This design comes from an exercise in tuning for small area on the open sky130 flow, not from production work.
Where RTL was checked, it was by simulation tests only, not by an equivalence proof against the original.
No functional check of the RTL was part of runs 2 to 4, 7 and 8.
The flow treats the clock pin as an ideal source, which a real chip does not have.
Power and IR drop assume default switching activity.

File: design/flow/design.v
module DoutReader (
    input clk_i,   
    input reset_i,   
    input drdy,   
    input dclk,   
    input din,   
    output [23:0] ch1_o,   
    output [23:0] ch2_o,   
    output tick_o   
);
    typedef enum logic [4:0] {
        WAIT_DRDY,
        WAIT_DLCK,
        WRITE_DATA,
        FINALISE_DATA
    } state_e;
    typedef struct packed {
        state_e state;
        logic [5:0] i;   
        logic drdy_1;   
        logic drdy_2;   
        logic dclk_1;   
        logic dclk_2;   
        logic [63:0] in_data;   
        logic [63:0] final_data;
        logic tick;   
    } state_t;
    state_t state_d;
    state_t state_q;
    always_ff @(posedge clk_i) begin
        if (reset_i) begin
            state_q.state <= WAIT_DRDY;
            state_q.i <= 63;
            state_q.in_data <= 0;
            state_q.final_data <= 0;
            state_q.drdy_1 <= 0;
            state_q.drdy_2 <= 0;
            state_q.dclk_1 <= 0;
            state_q.dclk_2 <= 0;
            state_q.tick <= 0;
        end
        else begin
            state_q <= state_d;   
            state_q.drdy_2 <= state_d.drdy_1;
            state_q.drdy_1 <= drdy;
            state_q.dclk_2 <= state_d.dclk_1;
            state_q.dclk_1 <= dclk;
        end
    end   
    always_comb begin
        state_d = state_q;   
        case (state_q.state)
            WAIT_DRDY: begin
                state_d.i = 63;
                state_d.in_data = 0;
                state_d.tick = 0;
                if (state_q.drdy_2 && !state_q.drdy_1) begin
                    state_d.state = WAIT_DLCK;
                end
            end
            WAIT_DLCK: begin
                if (state_q.dclk_2 && !state_q.dclk_1) begin
                    state_d.state = WRITE_DATA;
                end
            end
            WRITE_DATA: begin
                state_d.in_data[state_q.i] = din;
                state_d.i = state_q.i - 1;
                if (state_q.i == 0) begin
                    state_d.state = FINALISE_DATA;
                end   
                else begin
                    state_d.state = WAIT_DLCK;
                end
            end
            FINALISE_DATA: begin
                state_d.final_data = state_q.in_data;
                state_d.state = WAIT_DRDY;
                state_d.tick = 1;
            end
            default: begin
                state_d.state = WAIT_DRDY;
            end
        endcase
    end   
    assign ch1_o = state_q.final_data[55:32];
    assign ch2_o = state_q.final_data[23:0];
    assign tick_o = state_q.tick;
endmodule
File: design/flow/run.sh
#!/bin/bash
# synth_recipe.tcl (not shown) runs the flow's synth.tcl, then flattens the netlist and writes it again
# the make line also repeats each setting of config.mk as NAME=value (left out here)
make -C /OpenROAD-flow-scripts/flow DESIGN_CONFIG=/design/flow/config.mk WORK_HOME=/design/flow/orfs CLKGATE_MAP_FILE= SYNTH_SCRIPT=/design/flow/synth_recipe.tcl finish
File: design/flow/config.mk
export PLATFORM = sky130hd
export DESIGN_NAME = DoutReader
export DESIGN_NICKNAME = DoutReader
export VERILOG_FILES = /design/flow/design.v
export SDC_FILE = /design/flow/constraint.sdc
export NUM_CORES = 4
export LEC_CHECK = 0
export CAP_MARGIN = 20
export CORE_MARGIN = 2
export CORE_UTILIZATION = 40
export SLEW_MARGIN = 20
File: design/flow/constraint.sdc
create_clock -name core_clock -period 5.0 [get_ports {clk_i}]
set_input_delay 1.0000 -clock core_clock [delete_from_list [all_inputs] [get_ports {clk_i}]]
set_output_delay 1.0000 -clock core_clock [all_outputs]
set_load 0.01 [all_outputs]
==> impl_metrics.ini, run 1 <==
[status]
status = timing/DRC/antenna clean

[setup_path]
crit_required_ns = 5.21
worstPathArrival_ns = 3.34
r2r-start = state_q[133]$_SDFFE_PP1P_
crit_path_end_kind = flip-flop
startpoint_type = flip-flop
worst-path-max-fanout = 16
crit_type = flip-flop to flip-flop
crit_start = state_q[133]$_SDFFE_PP1P_

[synth]
ys_types = 63
syn_area_um2 = 5270
synth_async_sr_flop_share = 0
synth-edff-count = 0
synth_ff_type = dfxtp_1
synth_area_per_cell_um2 = 9.14
seq_area_frac_synth = 0.414
syn-num-nets = 590
synthCells = 576
synth_seq_cells = 109
ys_warn_count = 1

[timing]
post-route-min-period_ns = 3.13
fmax_mhz = 319
report.final.slew_viol_count = 0
setup_viol = 0
hold_viol = 0
tns_ns = 0
rsz0062_at_grt = false
skew_ns = 0.00708
fin_ws_ns = 1.87
tightest_slew_ns = 1.07
min_period_over_period = 0.626
maxSlewHeadroom = 0.287

[run]
cap_violations = 0

[clocking]
worstSkewPairLatency_ns = 0.35
post-cts-setup-buffer-count = 0
cts_tree = built
cts_max_level = 3
clockBufferDepth = 2
numCtsBuffers = 9
cts_resized = 0
cts.clk_slew.worst_paths_ns = 0.07
hold_buffers = 0
root_buffer = clkbuf_16
clock_sinks = 109

[route]
dr.pass1.iters = 4
wirelength_um = 12500
routed-wl-met2_um = 5490
highest_layer = met4
vias = 3987
wl_met3_um = 615
wl_per_cell_um = 17.0
first_iter_violations = 302
drc = 0
antenna_left = 0
detail_route.wirelength.met1_um = 6180
vias_per_cell = 5.45

[worst_hold_path]
holdCritPathClass = flip-flop to flip-flop
hold_path.startpoint = state_q[132]$_SDFF_PP0_

[placement]
numPortBuffers = 53
dp_cells = 718
gp_congestion = 0.967
place_area_um2 = 5480
hpwl_um = 8810
dp_slack_ns = 1.91

[final_layout]
reg.largest.list = state_q (109)
final_common_cell = dfxtp_1
area_growth_pct = 9.17
nets = 571
mostFrequentLayoutCells = dfxtp_1 (109), nor2_1 (74), mux2i_1 (52), clkdlybuf4s50_1 (52), nand2_1 (46)
largest_register = state_q
regArea_um2 = 2180
multi_input_area_um2 = 2500
drive_gt1_frac = 0.0804
stdcell_count = 732
largest_reg_flops = 109
final_area_um2 = 5750
antenna_cells = 0
fillers = 1276

[global_route]
antenna_found_initial = 0
grt_max_degree = 48
track_usage = 0.180
grt_pass1_wl_um = 20300
grt_pass1_vias = 3751
grt_overflow_total = 0

[floorplanning]
core_area_um2 = 12700
num_rows = 41
die_w_um = 119
num_io_pins = 54
start_util = 0.414
die_h_um = 119
die_area_um2 = 14100

[pwr]
ir_drop_mv = 0.194
p_leak_nw = 1.93
p_per_area_nw_per_um2 = 307
-- through the flow --
| stage | total power, mW | hold WS, ns | util |
|---|---|---|---|
| final | 1.76 | 0.459 | 0.452 |
| after global routing | 1.83 | 0.485 | 0.452 |
| after CTS | 1.77 | 0.460 | 0.452 |
| after detailed placement | 1.11 | 0.450 | 0.431 |
| after global placement | 1.11 | 0.439 | 0.431 |
| after floorplan | 1.06 | 0.429 | - |
-- synth_stat cells, types with 6 or more instances --
cell type	instances	area [um^2]
nand3_1	19	95.1
clkbuf_1	15	56.3
nor3_1	7	35.0
buf_4	49	368
nor2b_1	6	37.5
a21oi_1	16	80.1
nand2b_1	8	50.1
buf_1	12	45.0
o21ai_0	12	60.1
a32o_2	6	67.6
o31ai_1	6	45.0
nor2_1	74	278
mux2i_1	52	521
ha_1	9	113
dfxtp_1	109	2180
a211oi_1	7	52.6
o22ai_1	6	37.5
buf_2	6	30.0
a32o_1	23	230
and3_1	7	43.8
nand2_1	46	173
inv_1	9	33.8
-- report_power, final --
| part | internal, mW | switching, mW |
|---|---|---|
| clock | 0.348 | 0.318 |
| combinational | 0.0593 | 0.149 |
| sequential | 0.876 | 0.0115 |
-- path summary, 6_finish.rpt --
path,slack [ns],cells past startpoint,endpoint
worst min register to register,0.46,1,state_q[131]$_SDFF_PP0_
worst max register to register,1.87,7,state_q[101]$_SDFFE_PP0P_
worst min-delay path,0.46,1,state_q[131]$_SDFF_PP0_
worst max-delay path,1.87,7,state_q[101]$_SDFFE_PP0P_
-- layout make-up --
class / count / share of cell area
clock inverter: 3 / 0.00370
clock buffer: 11 / 0.0422
inverter: 9 / 0.00588
tap: 172 / 0.0374
sequential: 109 / 0.380
multi-input combinational: 371 / 0.434
timing repair buffer: 57 / 0.0966
-- cell families after synthesis --
logic type | Yosys count | synth area share
DFF | 109 | 0.414
muxes | 52 | 0.0989
buffers and inverters | 96 | 0.112
and+or+nand+nor | 207 | 0.195
adders and majority gates | 9 | 0.0214
AOI/OAI and AO/OA | 99 | 0.152
xor gates and xnor gates | 4 | 0.00666
-- worst max-delay path, cell delays in order (launching register included) --
cell     delay [ns]
dfxtp_1        0.64
inv_1          0.22
ha_1           0.34
xor2_1         0.32
nor3_1         0.81
o21ai_0        0.30
a22oi_1        0.25
o22ai_1        0.11
-- per-layer routing --
| layer | GRT usage | vias up |
|---|---|---|
| met1 | 0.251 | 1907 |
| met3 | 0.0449 | 20 |
| li1 | - | 1970 |
| met5 | 0 | - |
| met2 | 0.272 | 90 |
| met4 | 0.0565 | 0 |
==> run 2: changes to the inputs <==
==> design/flow/design.v (replaced) <==
module DoutReader (
    input clk_i,   
    input reset_i,   
    input drdy,   
    input dclk,   
    input din,   
    output [23:0] ch1_o,   
    output [23:0] ch2_o,   
    output tick_o   
);
    localparam logic [1:0] WAIT_DRDY = 2'd0, WAIT_DCLK = 2'd1, WRITE_DATA = 2'd2, FINALISE_DATA = 2'd3;
    logic [1:0] state_q;
    logic [5:0] i_q;   
    logic drdy_1, drdy_2, dclk_1, dclk_2;
    logic tick_q;
    logic [23:0] sr1_q, sr2_q;   
    logic [23:0] ch1_q, ch2_q;   
    wire drdy_fall = drdy_2 & ~drdy_1;
    wire dclk_fall = dclk_2 & ~dclk_1;
    wire in_write = (state_q == WRITE_DATA);
    wire fin = (state_q == FINALISE_DATA);
    wire not_crc = ~(i_q[4] & i_q[3]);
    wire sh1 = in_write & i_q[5] & not_crc;
    wire sh2 = in_write & ~i_q[5] & not_crc;
    wire hold1 = ~sh1;
    wire hold2 = ~sh2;
    wire ld = fin & ~reset_i;
    wire keep = ~fin & ~reset_i;
    logic [1:0] state_d;
    always_comb begin
        state_d = state_q;
        case (state_q)
            WAIT_DRDY: if (drdy_fall) state_d = WAIT_DCLK;
            WAIT_DCLK: if (dclk_fall) state_d = WRITE_DATA;
            WRITE_DATA: state_d = (i_q == 6'd0) ? FINALISE_DATA : WAIT_DCLK;
            default: state_d = WAIT_DRDY;
        endcase
    end
    always_ff @(posedge clk_i) begin
        if (reset_i) begin
            state_q <= WAIT_DRDY;
            i_q <= 6'd63;
            drdy_1 <= 1'b0;
            drdy_2 <= 1'b0;
            dclk_1 <= 1'b0;
            dclk_2 <= 1'b0;
            tick_q <= 1'b0;
        end else begin
            state_q <= state_d;
            if (state_q == WAIT_DRDY) i_q <= 6'd63;
            else if (in_write) i_q <= i_q - 6'd1;
            drdy_1 <= drdy;
            drdy_2 <= drdy_1;
            dclk_1 <= dclk;
            dclk_2 <= dclk_1;
            tick_q <= fin;
        end
    end
    always_ff @(posedge clk_i) begin
        sr1_q <= ({24{sh1}} & {sr1_q[22:0], din}) | ({24{hold1}} & sr1_q);
        sr2_q <= ({24{sh2}} & {sr2_q[22:0], din}) | ({24{hold2}} & sr2_q);
        ch1_q <= ({24{ld}} & sr1_q) | ({24{keep}} & ch1_q);
        ch2_q <= ({24{ld}} & sr2_q) | ({24{keep}} & ch2_q);
    end
    assign ch1_o = ch1_q;
    assign ch2_o = ch2_q;
    assign tick_o = tick_q;
endmodule
==> impl_metrics.ini, run 2 <==
[synth]
synthTopCellsByArea = edfxtp_1 (41%), dfxtp_1 (35%), a22o_1 (12%), buf_2 (1.0%), a211oi_1 (0.86%)
synth_area_per_cell_um2 = 16.0
ys_warn_count = 1
seq_area_frac_synth = 0.765
yosysMostFrequentCell = dfxtp_1
syn_area_um2 = 3480
synth_top_area_cell = edfxtp_1
synth_seq_cells = 109
synth_top_area_share = 0.414
synthCells = 218
synth-edff-count = 48
synth_ff_type = dfxtp_1
synth_async_sr_flop_share = 0
ys_types = 31
synthTopCellsByCount = dfxtp_1 (61), a22o_1 (48), edfxtp_1 (48)
syn-num-nets = 225

[route]
first_iter_violations = 85
antenna_left = 0
wirelength_um = 5440
vias_per_cell = 4.87
dr.pass1.iters = 4
wl_per_cell_um = 14.1
drc = 0
vias = 1879

[floorplanning]
start_util = 0.405
die_h_um = 97.3
num_io_pins = 54
die_area_um2 = 9460
core_area_um2 = 8590
num_rows = 34
die_w_um = 97.3

[timing]
skew_ns = 0.00923
maxSlewHeadroom = 0.544
min_period_over_period = 0.517
report.final.slew_viol_count = 0
setup_viol = 0
tightest_slew_ns = 0.682
hold_viol = 0
tns_ns = 0
fmax_mhz = 387
post-route-min-period_ns = 2.58
rsz0062_at_grt = false

[final_layout]
area_growth_pct = 24.2
mostFrequentLayoutCells = dfxtp_1 (61), clkdlybuf4s50_1 (53), a22o_1 (48), edfxtp_1 (48), clkbuf_8 (9)
drive_gt1_frac = 0.101
nets = 280
fillers = 762
antenna_cells = 0
final_common_cell = dfxtp_1
final_util = 0.503

[clocking]
numCtsBuffers = 9
clockBufferDepth = 2
cts_resized = 0
hold_buffers = 0
cts.clk_slew.worst_paths_ns = 0.09
clock_sinks = 109
cts_tree = built
cts_max_level = 3
post-cts-setup-buffer-count = 0
root_buffer = clkbuf_8
worstSkewPairLatency_ns = 0.36

[global_route]
track_usage = 0.120
antenna_found_initial = 0
grt_pass1_vias = 1763
grt_overflow_total = 0
grt_pass1_wl_um = 8960
grt_max_degree = 50

[pwr]
ir_drop_mv = 0.116
p_leak_nw = 1.56
p_per_area_nw_per_um2 = 331

[placement]
gp_congestion = 0.689
numPortBuffers = 53
hpwl_um = 3380

[worst_hold_path]
holdCritPathClass = flip-flop to flip-flop

[setup_path]
startpoint_type = input pin
worst-path-max-fanout = 25
worstPathArrival_ns = 2.89
crit_path_end_kind = flip-flop
crit_type = input pin to flip-flop
crit_required_ns = 5.30

[run]
cap_violations = 0

[status]
status = timing/DRC/antenna clean
==> run 2: worst paths after layout <==
check / cells past startpoint / from / slack, ns / endpoint
worst min register to register: 2 / drdy_1$_SDFF_PP0_ / 0.43 / drdy_2$_SDFF_PP0_
worst max register to register: 4 / state_q[1]$_SDFFE_PP0P_ / 2.91 / flip-flop
worst min-delay path: 2 / drdy_1$_SDFF_PP0_ / 0.43 / drdy_2$_SDFF_PP0_
worst max-delay path: 4 / reset_i / 2.42 / ch1_q[5]$_DFF_P_
==> run 2: power breakdown <==
part           leakage [nW]  switching [mW]  internal, mW  total (mW)
registers             0.924         0.00706         0.927       0.934
clock network        0.0914           0.283         0.183       0.466
logic                 0.547          0.0162        0.0150      0.0312
==> run 2: per-stage QoR <==
stage                     instance area [um^2]  power (mW)  instances  worst slack, ns  hold WS, ns
after floorplan                           3480       0.973        218             2.82        0.411
after global placement                    4100       0.985        368             2.05        0.419
after detailed placement                  4120       0.986        369             2.01        0.424
after CTS                                 4290        1.45        385             2.40        0.438
after global routing                      4320        1.49        386             2.28        0.464
final                                     4320        1.43        386             2.42        0.434
==> run 2: cell type report <==
type / instances / area (um^2) / area share
Clock buffer: 9 / 124 / 0.0287
Clock inverter: 7 / 48.8 / 0.0113
Inverter: 6 / 22.5 / 0.00521
Multi-Input combinational cell: 90 / 738 / 0.171
Sequential cell: 109 / 2660 / 0.616
Tap cell: 108 / 135 / 0.0313
Timing Repair Buffer: 57 / 588 / 0.136
==> run 2: metal layers <==
layer  vias up  part of all wire  GRT usage  wire length [um]
met4         0             0.018     0.0609                99
met1       890              0.53      0.181              2900
met5         -                 0          0                 0
met2        42              0.40      0.155              2180
met3         9             0.046     0.0338               250
li1        938                 -          -                 -
==> run 2: logic make-up after synthesis <==
kind of cell	after synthesis	share of synthesized area
simple gates	26	0.0478
buf+inv	19	0.0284
compound gates	61	0.149
fa+ha+maj	2	0.00719
xor+xnor	1	0.00252
flops	109	0.765
==> run 2: worst max-delay path, stage by stage <==
cell	delay (ns)
clkdlybuf4s50_1	0.65
a21oi_4	0.65
buf_4	0.39
a22o_1	0.18
==> run 3: changes to the inputs <==
--- a/design/flow/design.v
+++ b/design/flow/design.v
@@ -22,8 +22,10 @@
     wire not_crc = ~(i_q[4] & i_q[3]);
     wire sh1 = in_write & i_q[5] & not_crc;
     wire sh2 = in_write & ~i_q[5] & not_crc;
-    wire hold1 = ~sh1;
-    wire hold2 = ~sh2;
+    wire shr1 = sh1 & ~reset_i;
+    wire shr2 = sh2 & ~reset_i;
+    wire hold1 = ~sh1 & ~reset_i;
+    wire hold2 = ~sh2 & ~reset_i;
     wire ld = fin & ~reset_i;
     wire keep = ~fin & ~reset_i;
     logic [1:0] state_d;
@@ -39,7 +41,6 @@
     always_ff @(posedge clk_i) begin
         if (reset_i) begin
             state_q <= WAIT_DRDY;
-            i_q <= 6'd63;
             drdy_1 <= 1'b0;
             drdy_2 <= 1'b0;
             dclk_1 <= 1'b0;
@@ -47,8 +48,6 @@
             tick_q <= 1'b0;
         end else begin
             state_q <= state_d;
-            if (state_q == WAIT_DRDY) i_q <= 6'd63;
-            else if (in_write) i_q <= i_q - 6'd1;
             drdy_1 <= drdy;
             drdy_2 <= drdy_1;
             dclk_1 <= dclk;
@@ -57,8 +56,12 @@
         end
     end
     always_ff @(posedge clk_i) begin
-        sr1_q <= ({24{sh1}} & {sr1_q[22:0], din}) | ({24{hold1}} & sr1_q);
-        sr2_q <= ({24{sh2}} & {sr2_q[22:0], din}) | ({24{hold2}} & sr2_q);
+        if (state_q == WAIT_DRDY) i_q <= 6'd63;
+        else if (in_write) i_q <= i_q - 6'd1;
+    end
+    always_ff @(posedge clk_i) begin
+        sr1_q <= ({24{shr1}} & {sr1_q[22:0], din}) | ({24{hold1}} & sr1_q);
+        sr2_q <= ({24{shr2}} & {sr2_q[22:0], din}) | ({24{hold2}} & sr2_q);
         ch1_q <= ({24{ld}} & sr1_q) | ({24{keep}} & ch1_q);
         ch2_q <= ({24{ld}} & sr2_q) | ({24{keep}} & ch2_q);
     end
==> design/flow/flow/run.sh (new file) <==
#!/bin/bash
# Own layout flow: the standard flow (the standard.sh, standard synthesis
# unchanged) with smaller port buffers and a clock tree without dummy loads.
set -euo pipefail
bash standard.sh \
  "BUFFER_PORTS_ARGS=-buffer_cell sky130_fd_sc_hd__buf_1" \
  "CTS_ARGS=-sink_clustering_enable -repair_clock_nets -dont_use_dummy_load" \
  finish > flow_make.log 2>&1
==> design/flow/standard.sh (new file) <==
#!/bin/bash
# synth_recipe.tcl (not shown) runs the flow's synth.tcl, then flattens the netlist and writes it again
# the make line also repeats each setting of config.mk as NAME=value (left out here)
make -C /OpenROAD-flow-scripts/flow DESIGN_CONFIG=/design/flow/config.mk WORK_HOME=/design/flow/orfs CLKGATE_MAP_FILE= SYNTH_SCRIPT=/design/flow/synth_recipe.tcl "${@:-finish}"
--- a/design/flow/config.mk
+++ b/design/flow/config.mk
@@ -7,5 +7,5 @@
 export LEC_CHECK = 0
 export CAP_MARGIN = 20
 export CORE_MARGIN = 2
-export CORE_UTILIZATION = 40
+export CORE_UTILIZATION = 60
 export SLEW_MARGIN = 20
removed: design/flow/run.sh
==> impl_metrics.ini, run 3 <==
[status]
status = timing/DRC/antenna clean

[floorplanning]
die_w_um = 81.0
num_io_pins = 54
die_h_um = 81.0
core_area_um2 = 5820
die_area_um2 = 6560
start_util = 0.611
num_rows = 28

[synth]
synth_top_family_by_area = compound AO/OA/AOI/OAI gates
synth_mux_area_frac = 0.00282
seq_area_frac_synth = 0.614
synthTopCellsByArea = dfxtp_1 (61%), a22o_1 (24%), buf_6 (1.9%), nor2b_1 (1.2%), a31oi_4 (1.2%)
synth_xor_area_frac = 0
ys_warn_count = 1
ys_types = 33
synth_top_area_share = 0.614
synthTopCellsByCount = dfxtp_1 (109), a22o_1 (96), nor2b_1 (7)
syn-num-nets = 283
synth_area_per_cell_um2 = 12.9
synthCells = 276
synth_fa_ha_area_frac = 0.00704
syn_area_um2 = 3550
synth_top_area_cell = dfxtp_1
synth_async_sr_flop_share = 0
synth_ff_type = dfxtp_1
synth_seq_cells = 109
yosysMostFrequentCell = dfxtp_1
synth-edff-count = 0
synth-compound-area-share = 0.271
yosys.area_share.simple = 0.0482

[pwr]
intPower_mw = 1.04
pwr-share-comb = 0.016
p_clk_frac = 0.315
seqPwrFrac = 0.669
p_leak_nw = 1.45
p_switching_mw = 0.265
ir_drop_mv = 0.189
p_per_area_nw_per_um2 = 340
finalPower_mw = 1.30
switching_share = 0.204

[placement]
hpwl_um = 3650
gp_congestion = 0.796
dp_slack_ns = 2.33
numPortBuffers = 53
dp_cells = 382

[setup_path]
startpoint_type = input pin
max_stage_delay_ns = 0.61
crit_type = input pin to flip-flop
worst-path-max-fanout = 24
worstPathCellList = buf_1 > and4b_1 > a22o_1
cp_top_family = buffers and inverters
worstPathArrival_ns = 2.48
crit_required_ns = 5.22
path_buf_inv = 1
slowest_stage = buf_1
crit_path_end_kind = flip-flop

[timing]
skew_ns = 0.0302
maxSlewHeadroom = 0.424
min_period_over_period = 0.453
rsz0062_at_grt = false
tightest_slew_ns = 0.864
hold_viol = 0
fmax_mhz = 442
fin_ws_ns = 2.74
tns_ns = 0
setup_viol = 0
post-route-min-period_ns = 2.26
report.final.slew_viol_count = 0

[final_layout]
stdcell_count = 392
final_util = 0.658
antenna_cells = 0
mostFrequentLayoutCells = dfxtp_1 (109), a22o_1 (96), buf_1 (53)
fillers = 486
multi_input_area_um2 = 1180
regArea_um2 = 2180
nets = 326
drive_gt1_frac = 0.0536
final_common_cell = dfxtp_1
area_growth_pct = 7.64

[route]
antenna_left = 0
wirelength_um = 6070
dr.pass1.iters = 4
vias = 2257
wl_per_cell_um = 15.5
vias_per_cell = 5.76
drc = 0
first_iter_violations = 145

[global_route]
grt_pass1_vias = 2034
grt_max_degree = 50
track_usage = 0.193
grt_pass1_wl_um = 9780
grt_overflow_total = 0
antenna_found_initial = 0

[clocking]
numCtsBuffers = 9
post-cts-setup-buffer-count = 0
cts_max_level = 3
cts_tree = built
cts_resized = 0
worstSkewPairLatency_ns = 0.35
hold_buffers = 0
cts.clk_slew.worst_paths_ns = 0.07
clock_sinks = 109
root_buffer = clkbuf_8
clockBufferDepth = 2

[run]
cap_violations = 0

[worst_hold_path]
holdCritPathClass = flip-flop to flip-flop
## run 3: worst paths after layout
kind                            from                 to  slack, ns  depth (start not counted)
min                drdy_1$_SDFF_PP0_  drdy_2$_SDFF_PP0_       0.46                          1
max                          reset_i   sr1_q[1]$_DFF_P_       2.74                          3
max reg2reg  state_q[1]$_SDFFE_PP0P_   sr1_q[1]$_DFF_P_       3.01                          3
min reg2reg        drdy_1$_SDFF_PP0_  drdy_2$_SDFF_PP0_       0.46                          1
## run 3: through the flow
step           instance area (um^2)  hold WS (ns)
6_report                       3830         0.463
5_1_grt                        3830         0.485
4_1_cts                        3810         0.465
3_5_place_dp                   3680         0.445
3_3_place_gp                   3680         0.442
2_1_floorplan                  3550         0.429
## run 3: cells by family (layout without fill, tap and decap cells)
kind of cell | Yosys count | in the layout
DFF | 109 | 109
adders and majority gates | 2 | 2
buffers and inverters | 27 | 68
AOI/OAI and AO/OA | 109 | 109
and+or+nand+nor | 28 | 28
muxes | 1 | 1
## run 3: area by class of cell
cell class / count / share of cell area
tap: 75 / 0.0245
multi-input combinational: 140 / 0.310
clock buffer: 9 / 0.0324
timing repair buffer: 55 / 0.0592
inverter: 4 / 0.00392
sequential: 109 / 0.570
## run 3: per-layer routing
layer	share of wire	GRT usage	vias up
li1	-	-	1128
met1	0.51	0.260	1078
met2	0.43	0.290	44
met3	0.042	0.0489	7
met4	0.014	0.0915	0
met5	0	0	-
## run 3: worst reg2reg max path, stage by stage, from the launching register on
cell	delay, ns
dfxtp_1	0.49
nor2b_4	0.38
and4b_1	0.82
a22o_1	0.24
## run 3: power by group through the flow
| stage | logic, mW | registers, mW | clock network [mW] |
|---|---|---|---|
| final | 0.0205 | 0.871 | 0.410 |
| after global placement | 0.0203 | 0.891 | 0 |
| after global routing | 0.0227 | 0.872 | 0.450 |
| after floorplan | 0.0202 | 0.890 | 0 |
| after CTS | 0.0206 | 0.871 | 0.417 |
| after detailed placement | 0.0207 | 0.892 | 0 |
==> run 4: changes to the inputs <==
--- a/design/flow/design.v
+++ b/design/flow/design.v
@@ -8,7 +8,7 @@
     output [23:0] ch2_o,   
     output tick_o   
 );
-    localparam logic [1:0] WAIT_DRDY = 2'd0, WAIT_DCLK = 2'd1, WRITE_DATA = 2'd2, FINALISE_DATA = 2'd3;
+    localparam logic [1:0] WAIT_DRDY = 2'b00, WAIT_DCLK = 2'b01, WRITE_DATA = 2'b11, FINALISE_DATA = 2'b10;
     logic [1:0] state_q;
     logic [5:0] i_q;   
     logic drdy_1, drdy_2, dclk_1, dclk_2;
@@ -43,17 +43,17 @@
             state_q <= WAIT_DRDY;
             drdy_1 <= 1'b0;
             drdy_2 <= 1'b0;
-            dclk_1 <= 1'b0;
-            dclk_2 <= 1'b0;
             tick_q <= 1'b0;
         end else begin
             state_q <= state_d;
             drdy_1 <= drdy;
             drdy_2 <= drdy_1;
-            dclk_1 <= dclk;
-            dclk_2 <= dclk_1;
             tick_q <= fin;
         end
+    end
+    always_ff @(posedge clk_i) begin
+        dclk_1 <= dclk;
+        dclk_2 <= dclk_1;
     end
     always_ff @(posedge clk_i) begin
         if (state_q == WAIT_DRDY) i_q <= 6'd63;
==> design/flow/flow/run.sh (replaced) <==
#!/bin/bash
# Own layout flow: the standard flow (the standard.sh, standard synthesis
# unchanged) with smaller port buffers and a smaller clock tree.
set -euo pipefail
bash standard.sh \
  "BUFFER_PORTS_ARGS=-buffer_cell sky130_fd_sc_hd__buf_1" \
  "CTS_ARGS=-sink_clustering_enable -repair_clock_nets -dont_use_dummy_load -buf_list sky130_fd_sc_hd__clkbuf_8 -root_buf sky130_fd_sc_hd__clkbuf_8 -sink_clustering_size 25 -sink_clustering_max_diameter 100" \
  finish > flow_make.log 2>&1
==> impl_metrics.ini, run 4 <==
[status]
status = timing/DRC/antenna clean

[synth]
synthTopCellsByArea = dfxtp_1 (62%), a22o_1 (24%), buf_2 (1.6%), a2111oi_4 (0.78%), a21oi_1 (0.71%)
synth_top_area_share = 0.621
synthCells = 280
synthTopCellsByCount = dfxtp_1 (109), a22o_1 (96), buf_2 (11)
ys_warn_count = 1
syn_area_um2 = 3510
synth_async_sr_flop_share = 0
syn-num-nets = 287
synth-edff-count = 0
synth_seq_cells = 109
synth_ff_type = dfxtp_1
seq_area_frac_synth = 0.621
yosysMostFrequentCell = dfxtp_1
ys_types = 36
synth_area_per_cell_um2 = 12.6
synth_top_area_cell = dfxtp_1

[global_route]
antenna_found_initial = 0
track_usage = 0.213
grt_pass1_wl_um = 10500
use_met2 = 0.319
grt_pass1_vias = 2160
busiest_layer = met2
grt_use_met1 = 0.286
grt_max_degree = 50
grt_overflow_total = 0
use_met3 = 0.0663

[clocking]
clock_sinks = 109
cts_resized = 0
cts_max_level = 3
cts_tree = built
root_buffer = clkbuf_8
worstSkewPairLatency_ns = 0.35
hold_buffers = 0
clockBufferDepth = 2
numCtsBuffers = 9
post-cts-setup-buffer-count = 0
cts.clk_slew.worst_paths_ns = 0.08

[setup_path]
crit_required_ns = 5.29
crit_type = flip-flop to flip-flop
startpoint_type = flip-flop
path_buf_inv = 2
slowest_stage = dfxtp_1
worst-path-max-fanout = 25
cp_top_family = compound AO/OA/AOI/OAI gates
worstPathArrival_ns = 2.55
max_stage_delay_ns = 0.79
crit_path_end_kind = flip-flop
worstPathCellList = inv_1 > a21oi_4 > buf_4 > a22o_1

[final_layout]
area_growth_pct = 9.86
drive_gt1_frac = 0.0650
final_util = 0.693
final_area_um2 = 3860
antenna_cells = 0
nets = 332
final_common_cell = dfxtp_1
mostFrequentLayoutCells = dfxtp_1 (109), a22o_1 (96), buf_1 (53)

[pwr]
ir_drop_mv = 0.227
p_per_area_nw_per_um2 = 337
p_leak_nw = 1.43

[timing]
post-route-min-period_ns = 2.26
fin_ws_ns = 2.74
holdWs_ns = 0.354
fmax_mhz = 442
min_period_over_period = 0.453
tightest_slew_ns = 1.07
tns_ns = 0
rsz0062_at_grt = false
setup_viol = 0
maxSlewHeadroom = 0.286
report.final.slew_viol_count = 0
hold_viol = 0
skew_ns = 0.0280

[floorplanning]
start_util = 0.631
num_rows = 27
core_area_um2 = 5570
num_io_pins = 54
die_area_um2 = 6490
die_w_um = 80.5
die_h_um = 80.5

[route]
antenna_left = 0
dr.pass1.iters = 4
wirelength_um = 6260
drc = 0
vias = 2366
wl_per_cell_um = 15.8
first_iter_violations = 104
vias_per_cell = 5.99

[run]
cap_violations = 0

[placement]
dp_slack_ns = 2.46
hpwl_um = 3920
place_area_um2 = 3730
numPortBuffers = 53
gp_congestion = 0.772

[worst_hold_path]
holdCritPathClass = flip-flop to flip-flop
-- run 4: changes by cell type after synthesis, sizes merged, moves of 2 or more --
| cell | change |
|---|---|
| a211oi | +2 |
| a21oi | +2 |
| a311oi | -2 |
| buf | -3 |
| clkbuf | +3 |
| nand3b | -2 |
| nor2b | -6 |
-- run 4: path summary, 6_finish.rpt --
| kind | endpoint | slack, ns | from | cells after the start |
|---|---|---|---|---|
| worst max-delay path | ch2_q[16]$_DFF_P_ | 2.74 | state_q[0]$_SDFFE_PP0P_ | 4 |
| worst min-delay path | dclk_2$_DFF_P_ | 0.35 | dclk_1$_DFF_P_ | 0 |
| worst max register to register | ch2_q[16]$_DFF_P_ | 2.74 | state_q[0]$_SDFFE_PP0P_ | 4 |
| worst min register to register | dclk_2$_DFF_P_ | 0.35 | dclk_1$_DFF_P_ | 0 |
-- run 4: stage by stage --
step / power [mW] / cells
finish: 1.30 / 395
global route: 1.35 / 395
CTS: 1.31 / 395
detailed placement: 0.915 / 386
global placement: 0.915 / 386
floorplan: 0.909 / 280
-- run 4: area by class of cell --
type	instances	area, um^2
tap	72	90.1
sequential	109	2180
inverter	5	18.8
clock buffer	9	124
timing repair buffer	57	229
multi-input combinational	143	1220
fill	470	1710
-- run 4: kinds of logic after synthesis --
group	share of synthesized area
compound gates	0.288
buf+inv	0.0413
xor+xnor	0.00249
simple gates	0.0406
fa+ha+maj	0.00712
flops	0.621
-- run 4: per-layer routing --
metal | routed length (um) | vias to the layer above
met5 | 0 | -
met2 | 2920 | 45
met4 | 87 | 0
met3 | 262 | 8
met1 | 2990 | 1163
li1 | - | 1150
-- run 4: report_power, final --
| part | switching, mW | internal (mW) | leakage (nW) |
|---|---|---|---|
| sequential | 0.00307 | 0.869 | 0.879 |
| combinational | 0.0177 | 0.00484 | 0.488 |
| clock | 0.244 | 0.162 | 0.0647 |
| total | 0.264 | 1.04 | 1.43 |
==> run 5: changes to the inputs <==
==> design/flow/design.v (replaced) <==
module DoutReader (
    input clk_i,   
    input reset_i,   
    input drdy,   
    input dclk,   
    input din,   
    output [23:0] ch1_o,   
    output [23:0] ch2_o,   
    output tick_o   
);
    logic x_q, y_q;
    logic [5:0] cnt_q;   
    logic drdy_1, drdy_2, dclk_1, dclk_2;
    logic tick_q;
    logic [23:0] sr1_q, sr2_q;   
    logic [23:0] ch1_q, ch2_q;   
    wire drdy_fall = drdy_2 & ~drdy_1;
    wire dclk_fall = dclk_2 & ~dclk_1;
    wire wait_drdy = ~x_q & ~y_q;
    wire wait_dclk = x_q & ~y_q;
    wire write = ~x_q & y_q;
    wire fin = x_q & y_q;
    wire last = &cnt_q;   
    wire first_half = ~cnt_q[5];   
    wire x_d = wait_drdy & drdy_fall | wait_dclk & ~dclk_fall | write;
    wire y_d = wait_dclk & dclk_fall | write & last;
    always_ff @(posedge clk_i) begin
        if (reset_i) begin
            x_q <= 1'b0;
            y_q <= 1'b0;
            cnt_q <= 6'd0;
            drdy_1 <= 1'b0;
            drdy_2 <= 1'b0;
            tick_q <= 1'b0;
        end else begin
            x_q <= x_d;
            y_q <= y_d;
            if (write) cnt_q <= cnt_q + 6'd1;
            drdy_1 <= drdy;
            drdy_2 <= drdy_1;
            tick_q <= fin;
        end
    end
    always_ff @(posedge clk_i) begin
        dclk_1 <= dclk;
        dclk_2 <= dclk_1;
    end
    wire sh1 = y_q & first_half;
    wire hold1 = x_q | ~first_half;
    wire sh2 = y_q;
    wire hold2 = x_q;
    wire ld = fin & ~reset_i;
    wire keep = ~fin & ~reset_i;
    always_ff @(posedge clk_i) begin
        sr1_q <= ({24{sh1}} & {sr1_q[22:0], din}) | ({24{hold1}} & sr1_q);
        sr2_q <= ({24{sh2}} & {sr2_q[22:0], din}) | ({24{hold2}} & sr2_q);
        ch1_q <= ({24{ld}} & sr1_q) | ({24{keep}} & ch1_q);
        ch2_q <= ({24{ld}} & sr2_q) | ({24{keep}} & ch2_q);
    end
    assign ch1_o = ch1_q;
    assign ch2_o = ch2_q;
    assign tick_o = tick_q;
endmodule
==> design/flow/flow/run.sh (replaced) <==
#!/bin/bash
# Own layout flow: the standard flow (the standard.sh, standard synthesis
# unchanged) with the smallest buffer on each port, a clock tree without dummy
# loads, and clock buffers sized to their loads (flow/post_cts.tcl).
set -euo pipefail
here=$(pwd)
bash standard.sh \
  "BUFFER_PORTS_ARGS=-buffer_cell sky130_fd_sc_hd__buf_1" \
  "CTS_ARGS=-sink_clustering_enable -repair_clock_nets -dont_use_dummy_load" \
  "POST_CTS_TCL=$here/flow/post_cts.tcl" \
  finish > flow_make.log 2>&1
==> design/flow/flow/post_cts.tcl (new file) <==
# After clock tree synthesis: give each clock buffer the smallest clkbuf size
# that keeps every flip-flop clock pin's slew under a target (with margin for
# the routed parasitics), instead of one size for the whole tree.
set clk_slew_target 0.115
set clk_sizes {sky130_fd_sc_hd__clkbuf_2 sky130_fd_sc_hd__clkbuf_4 sky130_fd_sc_hd__clkbuf_8 sky130_fd_sc_hd__clkbuf_16}

proc worst_clk_pin_slew {} {
  set worst 0
  foreach p [get_pins -hierarchical */CLK] {
    set s [get_property $p slew_max]
    if { $s > $worst } { set worst $s }
  }
  return $worst
}

proc worst_buf_in_slew {} {
  set worst 0
  foreach inst [get_cells clkbuf_*] {
    set s [get_property [get_pins [get_full_name $inst]/A] slew_max]
    if { $s > $worst } { set worst $s }
  }
  return $worst
}

estimate_parasitics -placement
puts "clock slew before resizing: [worst_clk_pin_slew]"
# leaves first (those driving flip-flops), then the buffers above them
set bufs {}
foreach c [get_cells clkbuf_*] { lappend bufs [get_full_name $c] }
set bufs [lsort -decreasing $bufs]
foreach name $bufs {
  set inst [get_cells $name]
  set orig [get_property $inst ref_name]
  set done 0
  foreach c $clk_sizes {
    replace_cell $inst $c
    estimate_parasitics -placement
    puts "  try $c: [worst_clk_pin_slew] [worst_buf_in_slew]"
    if { [worst_clk_pin_slew] <= $clk_slew_target && [worst_buf_in_slew] <= 0.25 } {
      set done 1
      break
    }
  }
  if { !$done } { replace_cell $inst $orig }
  estimate_parasitics -placement
  puts "clock buffer $name: $orig -> [get_property $inst ref_name]"
}
puts "clock slew after resizing: [worst_clk_pin_slew]"
--- a/design/flow/config.mk
+++ b/design/flow/config.mk
@@ -5,7 +5,7 @@
 export SDC_FILE = /design/flow/constraint.sdc
 export NUM_CORES = 4
 export LEC_CHECK = 0
-export CAP_MARGIN = 20
+export CAP_MARGIN = 0
 export CORE_MARGIN = 2
 export CORE_UTILIZATION = 60
-export SLEW_MARGIN = 20
+export SLEW_MARGIN = 0
==> impl_metrics.ini, run 5 <==
[synth]
syn_area_um2 = 3410
synth_area_per_cell_um2 = 12.8
synth-compound-area-share = 0.254
ys_types = 24
syn-num-nets = 273
synth_xor_area_frac = 0.00513
yosys.area_share.simple = 0.0462
synth_fa_ha_area_frac = 0.00367
seq_area_frac_synth = 0.640
synth-edff-count = 0
synthTopCellsByArea = dfxtp_1 (64%), a22o_1 (25%), buf_2 (2.2%), nor2b_1 (1.5%), buf_4 (1.1%)
synthTopCellsByCount = dfxtp_1 (109), a22o_1 (96), buf_2 (15)
synth_ff_type = dfxtp_1
synth_top_area_cell = dfxtp_1
synth_mux_area_frac = 0.0139
synth_async_sr_flop_share = 0
synth_top_family_by_area = compound AO/OA/AOI/OAI gates
synthCells = 267
synth_top_area_share = 0.640
ys_warn_count = 1
yosysMostFrequentCell = dfxtp_1
synth_seq_cells = 109

[setup_path]
crit_path_end_kind = flip-flop
crit_required_ns = 5.35
crit_type = flip-flop to flip-flop
worst-path-max-fanout = 49
startpoint_type = flip-flop
worstPathArrival_ns = 2.87

[run]
cap_violations = 0

[timing]
holdWs_ns = 0.375
min_period_over_period = 0.505
maxSlewHeadroom = 0.253
fmax_mhz = 396
skew_ns = 0.0271
hold_viol = 0
report.final.slew_viol_count = 0
post-route-min-period_ns = 2.53
tightest_slew_ns = 1.12
tns_ns = 0
setup_viol = 0
rsz0062_at_grt = false

[final_layout]
final_util = 0.674
final_area_um2 = 3710
drive_gt1_frac = 0.0490
stdcell_count = 378
regArea_um2 = 2180
final_common_cell = dfxtp_1
fillers = 437
multi_input_area_um2 = 1120
antenna_cells = 0
nets = 314
area_growth_pct = 8.84
mostFrequentLayoutCells = dfxtp_1 (109), a22o_1 (96), buf_1 (53)

[global_route]
grt_pass1_wl_um = 9790
antenna_found_initial = 0
grt_pass1_vias = 2048
track_usage = 0.201
grt_max_degree = 50
grt_overflow_total = 0

[route]
vias_per_cell = 5.83
dr.pass1.iters = 4
detail_route.wirelength.met1_um = 2900
antenna_left = 0
drc = 0
routed-wl-met2_um = 2630
wirelength_um = 5910
vias = 2202
first_iter_violations = 109
highest_layer = met4
wl_per_cell_um = 15.6
wl_met3_um = 273

[placement]
place_area_um2 = 3600
numPortBuffers = 53
dp_cells = 369
gp_congestion = 0.737
hpwl_um = 3540

[clocking]
clock_sinks = 109
worstSkewPairLatency_ns = 0.43
cts_tree = built
cts.clk_slew.worst_paths_ns = 0.10

[pwr]
p_leak_nw = 1.41
p_per_area_nw_per_um2 = 343
ir_drop_mv = 0.196

[worst_hold_path]
holdCritPathClass = flip-flop to flip-flop

[floorplanning]
num_io_pins = 54
start_util = 0.620
die_area_um2 = 6310
die_h_um = 79.4
num_rows = 27
die_w_um = 79.4
core_area_um2 = 5510

[status]
status = timing/DRC/antenna clean
## run 5: logic make-up after synthesis
family | count (synthesis)
muxes | 4
DFF | 109
buffers and inverters | 24
adders and majority gates | 1
xor gates and xnor gates | 2
and+or+nand+nor | 27
AOI/OAI and AO/OA | 100
## run 5: worst paths after layout
kind	startpoint	endpoint	slack, ns	cells after the start
setup / recovery	x_q$_SDFF_PP0_	ch2_q[8]$_DFF_P_	2.47	3
hold / removal	dclk_1$_DFF_P_	dclk_2$_DFF_P_	0.38	0
setup reg to reg	x_q$_SDFF_PP0_	ch2_q[8]$_DFF_P_	2.47	3
hold reg to reg	dclk_1$_DFF_P_	dclk_2$_DFF_P_	0.38	0
## run 5: layout make-up
type	count	share of cell area
tap	72	0.0243
clock buffer	9	0.0300
sequential	109	0.588
timing repair buffer	54	0.0556
multi-input combinational	134	0.303
## run 5: metrics by stage
stage	total power, mW	setup slack, ns
final	1.28	2.47
after global routing	1.32	2.16
after detailed placement	0.913	2.37
after global placement	0.912	2.41
after floorplan	0.908	3.29
## run 5: critical path: stages, from the launching register on
cell and delay (ns):
dfxtp_1 1.05, nand2_1 0.21, nor2_4 0.90, a22o_1 0.25
## run 5: layer usage
layer	up-vias	global-route usage
met4	0	0.103
met2	45	0.303
met3	7	0.0543
met5	-	0
li1	1082	-
met1	1068	0.264
## run 5: where the power goes
| part | switching (mW) | internal [mW] |
|---|---|---|
| combinational | 0.0133 | 0.00421 |
| clock | 0.240 | 0.144 |
| sequential | 0.00497 | 0.869 |
==> run 6: changes to the inputs <==
--- a/design/flow/config.mk
+++ b/design/flow/config.mk
@@ -5,7 +5,7 @@
 export SDC_FILE = /design/flow/constraint.sdc
 export NUM_CORES = 4
 export LEC_CHECK = 0
-export CAP_MARGIN = 0
+export CAP_MARGIN = 20
 export CORE_MARGIN = 2
 export CORE_UTILIZATION = 60
-export SLEW_MARGIN = 0
+export SLEW_MARGIN = 20
==> impl_metrics.ini, run 6 <==
[clocking]
cts_tree = built
worstSkewPairLatency_ns = 0.43
clock_sinks = 109
cts.clk_slew.worst_paths_ns = 0.10

[final_layout]
final_area_um2 = 3740
final_common_cell = dfxtp_1
stdcell_count = 379
antenna_cells = 0
nets = 315
area_growth_pct = 9.72
drive_gt1_frac = 0.0586
mostFrequentLayoutCells = dfxtp_1 (107), a22o_1 (96), buf_1 (53)

[setup_path]
crit_start = reset_i
startpoint_type = input pin
crit_required_ns = 5.35
r2r_end = sr1_q[11]$_DFF_P_
r2r-start = y_q$_SDFF_PP0_
worst-path-max-fanout = 26
worstPathArrival_ns = 2.54
r2r_cells = 2
crit_path_end_kind = flip-flop
crit_type = input pin to flip-flop
endpoint = ch2_q[12]$_DFF_P_
reg2reg_slack_ns = 3.10

[synth]
synth_ff_type = dfxtp_1
synth-compound-area-share = 0.254
synthTopCellsByCount = dfxtp_1 (109), a22o_1 (96), buf_2 (15)
syn-num-nets = 273
synthCells = 267
synth_area_per_cell_um2 = 12.8
syn_area_um2 = 3410
ys_types = 24
synth_seq_cells = 109
ys_warn_count = 1
synth_top_area_share = 0.640
synth-edff-count = 0
synth_top_area_cell = dfxtp_1
synth_mux_area_frac = 0.0139
synth_fa_ha_area_frac = 0.00367
yosys.area_share.simple = 0.0462
synth_async_sr_flop_share = 0
seq_area_frac_synth = 0.640
synthTopCellsByArea = dfxtp_1 (64%), a22o_1 (25%), buf_2 (2.2%), nor2b_1 (1.5%), buf_4 (1.1%)
synth_top_family_by_area = compound AO/OA/AOI/OAI gates
yosysMostFrequentCell = dfxtp_1
synth_xor_area_frac = 0.00513

[route]
wirelength_um = 5900
vias_per_cell = 5.80
wl_per_cell_um = 15.6
drc = 0
vias = 2199
antenna_left = 0
first_iter_violations = 95
dr.pass1.iters = 4

[placement]
numPortBuffers = 53
gp_congestion = 0.737
hpwl_um = 3540
dp_cells = 369
place_area_um2 = 3600

[status]
status = timing/DRC/antenna clean

[floorplanning]
die_w_um = 79.4
die_h_um = 79.4
start_util = 0.620
num_io_pins = 54
core_area_um2 = 5510
num_rows = 27
die_area_um2 = 6310

[timing]
tightest_slew_ns = 0.939
hold_viol = 0
maxSlewHeadroom = 0.371
tns_ns = 0
min_period_over_period = 0.439
report.final.slew_viol_count = 0
rsz0062_at_grt = false
post-route-min-period_ns = 2.19
holdWs_ns = 0.379
setup_viol = 0
skew_ns = 0.0267
fmax_mhz = 456

[global_route]
grt_pass1_vias = 2048
grt_overflow_total = 0
antenna_found_initial = 0
grt_max_degree = 50
track_usage = 0.201
grt_pass1_wl_um = 9790

[pwr]
p_leak_nw = 1.42
ir_drop_mv = 0.197
p_per_area_nw_per_um2 = 340

[worst_hold_path]
holdCritPathClass = flip-flop to flip-flop
whs_path_depth = 0

[run]
cap_violations = 0
[run 6: cell counts after synthesis]
No cell type changed its count.
[run 6: layout make-up]
cell class                 count  area [um^2]
clock buffer                   9          111
fill                         436         1760
timing repair buffer          55          234
multi-input combinational    134         1120
sequential                   109         2180
tap                           72         90.1
[run 6: worst max-delay path: stages]
cell	delay, ns
buf_1	0.30
a21oi_4	0.62
buf_4	0.41
a22o_1	0.20
[run 6: metrics by stage]
stage	setup slack [ns]	total power, mW	utilization
2_1_floorplan	3.29	0.908	-
3_3_place_gp	2.41	0.912	0.654
3_5_place_dp	2.37	0.913	0.654
5_1_grt	2.70	1.32	0.680
6_report	2.81	1.27	0.680
[run 6: worst min-delay path by stage]
stage / start / end / slack (ns)
6_report: dclk_1$_DFF_P_ / dclk_2$_DFF_P_ / 0.38
5_1_grt: dclk_1$_DFF_P_ / dclk_2$_DFF_P_ / 0.39
3_5_place_dp: dclk_1$_DFF_P_ / dclk_2$_DFF_P_ / 0.36
3_3_place_gp: dclk_1$_DFF_P_ / dclk_2$_DFF_P_ / 0.36
2_1_floorplan: dclk_1$_DFF_P_ / dclk_2$_DFF_P_ / 0.34
[run 6: power breakdown]
part / switching (mW) / total [mW] / internal [mW]
logic: 0.0132 / 0.0174 / 0.00420
registers: 0.00511 / 0.875 / 0.870
clock network: 0.237 / 0.381 / 0.144
[run 6: routing by layer]
layer / part of all wire / track usage
met5: 0 / 0
met2: 0.45 / 0.303
met1: 0.49 / 0.264
met4: 0.016 / 0.103
met3: 0.049 / 0.0543
[run 6: kinds of logic (layout without fill, tap and decap cells)]
kind of cell | count (synthesis) | in the layout
xor+xnor | 2 | 2
flops | 109 | 109
fa+ha+maj | 1 | 1
mux | 4 | 4
simple gates | 27 | 27
buf+inv | 24 | 64
compound gates | 100 | 100
==> run 7: changes to the inputs <==
--- a/design/flow/design.v
+++ b/design/flow/design.v
@@ -28,18 +28,20 @@
         if (reset_i) begin
             x_q <= 1'b0;
             y_q <= 1'b0;
-            cnt_q <= 6'd0;
             drdy_1 <= 1'b0;
             drdy_2 <= 1'b0;
             tick_q <= 1'b0;
         end else begin
             x_q <= x_d;
             y_q <= y_d;
-            if (write) cnt_q <= cnt_q + 6'd1;
             drdy_1 <= drdy;
             drdy_2 <= drdy_1;
             tick_q <= fin;
         end
+    end
+    always_ff @(posedge clk_i) begin
+        for (int k = 0; k < 6; k++)
+            cnt_q[k] <= ~wait_drdy & (cnt_q[k] ^ (y_q & (&(cnt_q | ~((6'd1 << k) - 6'd1)))));
     end
     always_ff @(posedge clk_i) begin
         dclk_1 <= dclk;
--- a/design/flow/config.mk
+++ b/design/flow/config.mk
@@ -5,7 +5,7 @@
 export SDC_FILE = /design/flow/constraint.sdc
 export NUM_CORES = 4
 export LEC_CHECK = 0
-export CAP_MARGIN = 20
+export CAP_MARGIN = 0
 export CORE_MARGIN = 2
 export CORE_UTILIZATION = 60
-export SLEW_MARGIN = 20
+export SLEW_MARGIN = 0
==> impl_metrics.ini, run 7 <==
[timing]
fin_ws_ns = 2.95
post-route-min-period_ns = 2.05
rsz0062_at_grt = false
hold_viol = 0
holdWs_ns = 0.350
setup_viol = 0
fmax_mhz = 487
skew_ns = 0.0242
report.final.slew_viol_count = 0
maxSlewHeadroom = 0.247
min_period_over_period = 0.410
tightest_slew_ns = 1.13
tns_ns = 0

[worst_hold_path]
whs_path_depth = 0
holdCritPathClass = flip-flop to flip-flop

[setup_path]
max_stage_delay_ns = 0.92
r2r_cells = 4
worstPathArrival_ns = 2.40
startpoint_type = input pin
crit_required_ns = 5.35
worst-path-max-fanout = 49
crit_path_end_kind = flip-flop
worstPathCellList = buf_1 > nor2_4 > a22o_1
reg2reg_slack_ns = 3.24
crit_type = input pin to flip-flop
slowest_stage = nor2_4

[final_layout]
fillers = 445
drive_gt1_frac = 0.0581
multi_input_area_um2 = 1090
final_area_um2 = 3710
nets = 318
regArea_um2 = 2180
area_growth_pct = 8.29
mostFrequentLayoutCells = dfxtp_1 (109), a22o_1 (96), buf_1 (53)
final_util = 0.674
final_common_cell = dfxtp_1
stdcell_count = 382
antenna_cells = 0

[run]
cap_violations = 0

[global_route]
grt_pass1_vias = 1995
grt_overflow_total = 0
grt_max_degree = 50
antenna_found_initial = 0
track_usage = 0.187
grt_pass1_wl_um = 9420

[floorplanning]
start_util = 0.622
die_area_um2 = 6330
num_io_pins = 54
die_h_um = 79.6
core_area_um2 = 5510
die_w_um = 79.6
num_rows = 27

[route]
vias_per_cell = 5.80
vias = 2217
antenna_left = 0
drc = 0
wl_per_cell_um = 14.9
first_iter_violations = 129
wirelength_um = 5700
dr.pass1.iters = 4

[placement]
numPortBuffers = 53
dp_cells = 373
dp_slack_ns = 2.52
gp_congestion = 0.714
hpwl_um = 3450
place_area_um2 = 3600

[synth]
ys_types = 26
seq_area_frac_synth = 0.637
synth_top_area_share = 0.637
yosysMostFrequentCell = dfxtp_1
synth_ff_type = dfxtp_1
synth_async_sr_flop_share = 0
synthCells = 266
syn-num-nets = 272
synth_top_area_cell = dfxtp_1
synthTopCellsByArea = dfxtp_1 (64%), a22o_1 (25%), buf_6 (2.3%), buf_2 (1.9%), nand2_1 (0.77%)
synth-edff-count = 0
synth_seq_cells = 109
syn_area_um2 = 3430
ys_warn_count = 1
synthTopCellsByCount = dfxtp_1 (109), a22o_1 (96), buf_2 (13)
synth_area_per_cell_um2 = 12.9

[pwr]
p_leak_nw = 1.39
finalPower_mw = 1.27
p_per_area_nw_per_um2 = 343
ir_drop_mv = 0.246

[status]
status = timing/DRC/antenna clean

[clocking]
clock_sinks = 109
worstSkewPairLatency_ns = 0.42
cts.clk_slew.worst_paths_ns = 0.08
cts_tree = built
==> run 7: cell count changes after synthesis, moves of 4 or more <==
| cell | delta |
|---|---|
| nor2_1 | -6 |
| nor2b_1 | -4 |
| clkbuf_1 | -4 |
| nand2_1 | +6 |
| buf_6 | +7 |
==> run 7: final timing paths <==
kind | from | end
setup / recovery | reset_i | ch2_q[11]$_DFF_P_
hold / removal | dclk_1$_DFF_P_ | dclk_2$_DFF_P_
setup reg to reg | y_q$_SDFF_PP0_ | ch1_q[15]$_DFF_P_
hold reg to reg | dclk_1$_DFF_P_ | dclk_2$_DFF_P_
==> run 7: where the power goes <==
part | leakage (nW) | switching, mW | internal, mW
Clock | 0.0595 | 0.238 | 0.144
Combinational | 0.448 | 0.0174 | 0.00474
Sequential | 0.879 | 0.000718 | 0.869
==> run 7: critical path: cells and delay by family <==
family                 cells  cell delay, ns
AND/OR/NAND/NOR            1            0.92
AO/OA/AOI/OAI              1            0.26
buffers and inverters      1            0.20
==> run 7: kinds of logic after synthesis <==
kind of cell,after synthesis,share of synthesized area
xor gates and xnor gates,4,0.0102
and+or+nand+nor,23,0.0376
adders and majority gates,1,0.00365
AOI/OAI and AO/OA,105,0.263
buffers and inverters,24,0.0486
DFF,109,0.637
==> run 7: final cells by class <==
| class | count | area share |
|---|---|---|
| multi-input cells | 133 | 0.294 |
| repair buffers | 57 | 0.0617 |
| inverters | 2 | 0.00202 |
| flip-flops and latches | 109 | 0.588 |
| well taps | 72 | 0.0243 |
| clock buffers | 9 | 0.0300 |
==> run 7: routing by layer <==
metal  GRT usage  routed length, um  part of all wire
met5           0                  0                 0
met1       0.264               2890              0.51
met4      0.0793                 92             0.016
met3      0.0419                274             0.048
met2       0.277               2440              0.43
==> run 8: changes to the inputs <==
--- a/design/flow/config.mk
+++ b/design/flow/config.mk
@@ -7,5 +7,6 @@
 export LEC_CHECK = 0
 export CAP_MARGIN = 0
 export CORE_MARGIN = 2
-export CORE_UTILIZATION = 60
+export CORE_UTILIZATION = 80
+export PLACE_DENSITY = 0.85
 export SLEW_MARGIN = 0
==> impl_metrics.ini, run 8 <==
[worst_hold_path]
holdCritPathClass = flip-flop to flip-flop
whs_path_depth = 0
hold_path.startpoint = dclk_1$_DFF_P_
holdPathEnd = dclk_2$_DFF_P_

[global_route]
grt_max_degree = 50
use_met2 = 0.548
grt_pass1_wl_um = 12000
busiest_layer = met2
grt_pass1_vias = 2306
antenna_found_initial = 0
use_met3 = 0.0698
track_usage = 0.318
grt_use_met1 = 0.400
grt_overflow_total = 0

[synth]
seq_area_frac_synth = 0.637
synth_seq_cells = 109
synthTopCellsByArea = dfxtp_1 (64%), a22o_1 (25%), buf_6 (2.3%), buf_2 (1.9%), nand2_1 (0.77%)
synthCells = 266
ys_warn_count = 1
ys_types = 26
syn-num-nets = 272
syn_area_um2 = 3430
synth_top_area_cell = dfxtp_1
synth_area_per_cell_um2 = 12.9
yosysMostFrequentCell = dfxtp_1
synth_async_sr_flop_share = 0
synthTopCellsByCount = dfxtp_1 (109), a22o_1 (96), buf_2 (13)
synth-edff-count = 0
synth_top_area_share = 0.637
synth_ff_type = dfxtp_1

[floorplanning]
die_area_um2 = 4820
num_rows = 23
start_util = 0.845
die_h_um = 69.5
num_io_pins = 54
die_w_um = 69.5
core_area_um2 = 4060

[timing]
post-route-min-period_ns = 2.67
maxSlewHeadroom = 0.180
skew_ns = 0.0333
report.final.slew_viol_count = 0
min_period_over_period = 0.533
fmax_mhz = 375
setup_viol = 0
hold_viol = 0
holdWs_ns = 0.354
tns_ns = 0
rsz0062_at_grt = false
tightest_slew_ns = 1.23

[setup_path]
crit_type = flip-flop to flip-flop
crit_path_end_kind = flip-flop
r2r_cells = 3
crit_required_ns = 5.35
r2r-start = y_q$_SDFF_PP0_
startpoint_type = flip-flop
r2r_end = ch1_q[1]$_DFF_P_
worstPathArrival_ns = 3.02
worst-path-max-fanout = 49
reg2reg_slack_ns = 2.33

[pwr]
p_per_area_nw_per_um2 = 346
p_clk_frac = 0.295
p_switching_mw = 0.264
seqPwrFrac = 0.691
pwr-share-comb = 0.014
switching_share = 0.209
ir_drop_mv = 0.245
intPower_mw = 1.00
p_leak_nw = 1.37

[run]
cap_violations = 0

[clocking]
cts.clk_slew.worst_paths_ns = 0.11
cts_tree = built
worstSkewPairLatency_ns = 0.43
clock_sinks = 109

[final_layout]
stdcell_count = 358
nets = 316
drive_gt1_frac = 0.0519
area_growth_pct = 6.68
mostFrequentLayoutCells = dfxtp_1 (109), a22o_1 (96), buf_1 (53)
fillers = 171
final_common_cell = dfxtp_1
antenna_cells = 0
final_util = 0.901
final_area_um2 = 3660

[route]
dr.pass1.iters = 4
wl_per_cell_um = 20.3
vias_per_cell = 6.57
drc = 0
wirelength_um = 7260
vias = 2353
first_iter_violations = 248
antenna_left = 0

[placement]
hpwl_um = 4060
dp_cells = 349
gp_congestion = 0.724
numPortBuffers = 53
place_area_um2 = 3560

[status]
status = timing/DRC/antenna clean
-- run 8: cell type report --
cell class | instances | area (um^2) | share of cell area
inverters | 2 | 7.51 | 0.00205
flip-flops and latches | 109 | 2180 | 0.597
well taps | 50 | 62.6 | 0.0171
clock buffers | 9 | 98.8 | 0.0270
multi-input cells | 133 | 1090 | 0.298
repair buffers | 55 | 214 | 0.0585
-- run 8: cells by family (layout without fill, tap and decap cells) --
logic type | Yosys count | count (layout) | share of synthesized area
compound gates | 105 | 105 | 0.263
simple gates | 23 | 23 | 0.0376
xor+xnor | 4 | 4 | 0.0102
flops | 109 | 109 | 0.637
fa+ha+maj | 1 | 1 | 0.00365
buf+inv | 24 | 66 | 0.0486
-- run 8: how the worst max path moves through the flow --
stage                              start                end  slack, ns  depth (start not counted)
final                     y_q$_SDFF_PP0_   ch1_q[1]$_DFF_P_       2.33                          3
after global routing      y_q$_SDFF_PP0_  ch1_q[23]$_DFF_P_       2.12                          3
after detailed placement  y_q$_SDFF_PP0_   ch1_q[1]$_DFF_P_       2.47                          3
after global placement    y_q$_SDFF_PP0_  ch2_q[17]$_DFF_P_       2.55                          3
after floorplan                  reset_i  ch2_q[10]$_DFF_P_       3.36                          4
-- run 8: worst max-delay path, stage by stage (launching register included) --
cell and delay [ns]:
dfxtp_1 1.15, nand2_1 0.23, nor2_4 0.90, a22o_1 0.28
-- run 8: power by group through the flow --
stage | sequential [mW] | clock [mW] | combinational [mW]
6_report | 0.875 | 0.373 | 0.0177
5_1_grt | 0.875 | 0.398 | 0.0194
3_5_place_dp | 0.895 | 0 | 0.0171
3_3_place_gp | 0.894 | 0 | 0.0167
2_1_floorplan | 0.891 | 0 | 0.0200
-- run 8: metrics by stage --
| stage | power, mW | worst slack [ns] |
|---|---|---|
| 3_3_place_gp | 0.911 | 2.55 |
| 3_5_place_dp | 0.912 | 2.47 |
| 6_report | 1.26 | 2.33 |
| 2_1_floorplan | 0.911 | 3.36 |
| 5_1_grt | 1.29 | 2.12 |
-- run 8: routing by layer --
metal,share of wire,vias up
met5,0,-
met4,0.018,0
met3,0.061,13
met2,0.51,118
met1,0.41,1145
li1,-,1077
==> run 9: changes to the inputs <==
--- a/design/flow/design.v
+++ b/design/flow/design.v
@@ -11,7 +11,6 @@
     logic x_q, y_q;
     logic [5:0] cnt_q;   
     logic drdy_1, drdy_2, dclk_1, dclk_2;
-    logic tick_q;
     logic [23:0] sr1_q, sr2_q;   
     logic [23:0] ch1_q, ch2_q;   
     wire drdy_fall = drdy_2 & ~drdy_1;
@@ -30,18 +29,16 @@
             y_q <= 1'b0;
             drdy_1 <= 1'b0;
             drdy_2 <= 1'b0;
-            tick_q <= 1'b0;
         end else begin
             x_q <= x_d;
             y_q <= y_d;
             drdy_1 <= drdy;
             drdy_2 <= drdy_1;
-            tick_q <= fin;
         end
     end
     always_ff @(posedge clk_i) begin
         for (int k = 0; k < 6; k++)
-            cnt_q[k] <= ~wait_drdy & (cnt_q[k] ^ (y_q & (&(cnt_q | ~((6'd1 << k) - 6'd1)))));
+            cnt_q[k] <= ~reset_i & ~wait_drdy & (cnt_q[k] ^ (y_q & (&(cnt_q | ~((6'd1 << k) - 6'd1)))));
     end
     always_ff @(posedge clk_i) begin
         dclk_1 <= dclk;
@@ -61,5 +58,5 @@
     end
     assign ch1_o = ch1_q;
     assign ch2_o = ch2_q;
-    assign tick_o = tick_q;
+    assign tick_o = wait_drdy & cnt_q[0];
 endmodule
--- a/design/flow/config.mk
+++ b/design/flow/config.mk
@@ -7,6 +7,6 @@
 export LEC_CHECK = 0
 export CAP_MARGIN = 0
 export CORE_MARGIN = 2
-export CORE_UTILIZATION = 80
-export PLACE_DENSITY = 0.85
+export CORE_UTILIZATION = 90
+export PLACE_DENSITY = 0.92
 export SLEW_MARGIN = 0
==> impl_metrics.ini, run 9 <==
[synth]
synthTopCellsByArea = dfxtp_1 (65%), a22o_1 (25%), buf_2 (2.0%), nor2b_1 (0.94%), clkbuf_1 (0.79%)
synth_seq_cells = 108
synthTopCellsByCount = dfxtp_1 (108), a22o_1 (96), buf_2 (13)
synthCells = 264
yosysMostFrequentCell = dfxtp_1
seq_area_frac_synth = 0.650
synth_ff_type = dfxtp_1
syn-num-nets = 270
synth_top_area_share = 0.650
ys_types = 22
synth_area_per_cell_um2 = 12.6
synth-edff-count = 0
ys_warn_count = 1
syn_area_um2 = 3330
synth_async_sr_flop_share = 0
synth_top_area_cell = dfxtp_1

[floorplanning]
die_h_um = 64.8
num_rows = 22
die_w_um = 64.8
start_util = 0.923

[status]
lastStage = global placement without I/O
error = [ERROR GPL-0301] Utilization 100.564 % exceeds 100%.
status = stopped before the end
run 9: kinds of logic after synthesis:
| family | synth area share |
|---|---|
| XOR/XNOR | 0.00790 |
| AND/OR/NAND/NOR | 0.0350 |
| buffers and inverters | 0.0342 |
| AO/OA/AOI/OAI | 0.269 |
| flip-flops | 0.650 |
| adder cells (fa/ha/maj) | 0.00376 |
==> run 10: changes to the inputs <==
--- a/design/flow/config.mk
+++ b/design/flow/config.mk
@@ -7,6 +7,6 @@
 export LEC_CHECK = 0
 export CAP_MARGIN = 0
 export CORE_MARGIN = 2
-export CORE_UTILIZATION = 90
-export PLACE_DENSITY = 0.92
+export CORE_UTILIZATION = 85
+export PLACE_DENSITY = 0.9
 export SLEW_MARGIN = 0
==> impl_metrics.ini, run 10 <==
[synth]
synthCells = 264
synth_top_area_cell = dfxtp_1
synth_top_area_share = 0.650
synthTopCellsByCount = dfxtp_1 (108), a22o_1 (96), buf_2 (13)
synth_area_per_cell_um2 = 12.6
synth_ff_type = dfxtp_1
yosysMostFrequentCell = dfxtp_1
ys_types = 22
synth-edff-count = 0
ys_warn_count = 1
seq_area_frac_synth = 0.650
syn_area_um2 = 3330
synth_async_sr_flop_share = 0
syn-num-nets = 270
synthTopCellsByArea = dfxtp_1 (65%), a22o_1 (25%), buf_2 (2.0%), nor2b_1 (0.94%), clkbuf_1 (0.79%)
synth_seq_cells = 108

[status]
error = [ERROR GPL-0301] Utilization 100.221 % exceeds 100%.
lastStage = global placement
status = stopped before the end

[placement]
numPortBuffers = 53

[floorplanning]
start_util = 0.895
num_rows = 22
die_h_um = 66.6
num_io_pins = 54
die_w_um = 66.6
==> run 10: cell counts after synthesis <==
No cell type changed its count.
==> run 10: logic make-up after synthesis <==
kind of cell,count (synthesis),synth area share
AO/OA/AOI/OAI,106,0.269
XOR/XNOR,3,0.00790
flip-flops,108,0.650
buffers and inverters,26,0.0342
adder cells (fa/ha/maj),1,0.00376
AND/OR/NAND/NOR,20,0.0350

-- static timing again, ports no longer ideal --
The results above use ideal ports. As a check the final layouts listed here were re-extracted and re-timed, cells and wires unchanged. Step 1 assumes that a clkbuf_16 drives the clock port and a buf_2 every other input. Step 2 also shifts input and output timing later by t, the mid clock arrival at the registers, as if the neighbouring blocks saw the same clock. Three values: ideal, step 1, step 2; two values: the first two.
run	t (ns)	setup WS [ns]	hold WS [ns]	slew at the worst register clock pin (ns)	worst slew at a driven data input, ns
run 1	0.384	1.868 / 1.868 / 1.868	0.459 / 0.459 / 0.459	0.07 / 0.07	0.04
run 2	0.383	2.417 / 2.427 / 2.044	0.434 / 0.434 / 0.434	0.10 / 0.10	0.03
run 3	0.368	2.737 / 2.740 / 2.372	0.463 / 0.463 / 0.463	0.11 / 0.11	0.04
run 4	0.369	2.735 / 2.735 / 2.451	0.354 / 0.354 / 0.354	0.10 / 0.10	0.03
run 5	0.442	2.474 / 2.474 / 2.357	0.375 / 0.375 / 0.375	0.11 / 0.11	0.04
run 6	0.441	2.806 / 2.815 / 2.374	0.379 / 0.379 / 0.379	0.10 / 0.10	0.04
run 7	0.432	2.948 / 2.952 / 2.519	0.350 / 0.350 / 0.350	0.10 / 0.10	0.03
run 8	0.445	2.334 / 2.334 / 2.334	0.354 / 0.354 / 0.354	0.11 / 0.11	0.03
After both steps setup and hold are still met in every run listed. The setup slack of run 6, which loses most, moves by +0.009 ns with the drivers and by -0.432 ns with both steps.
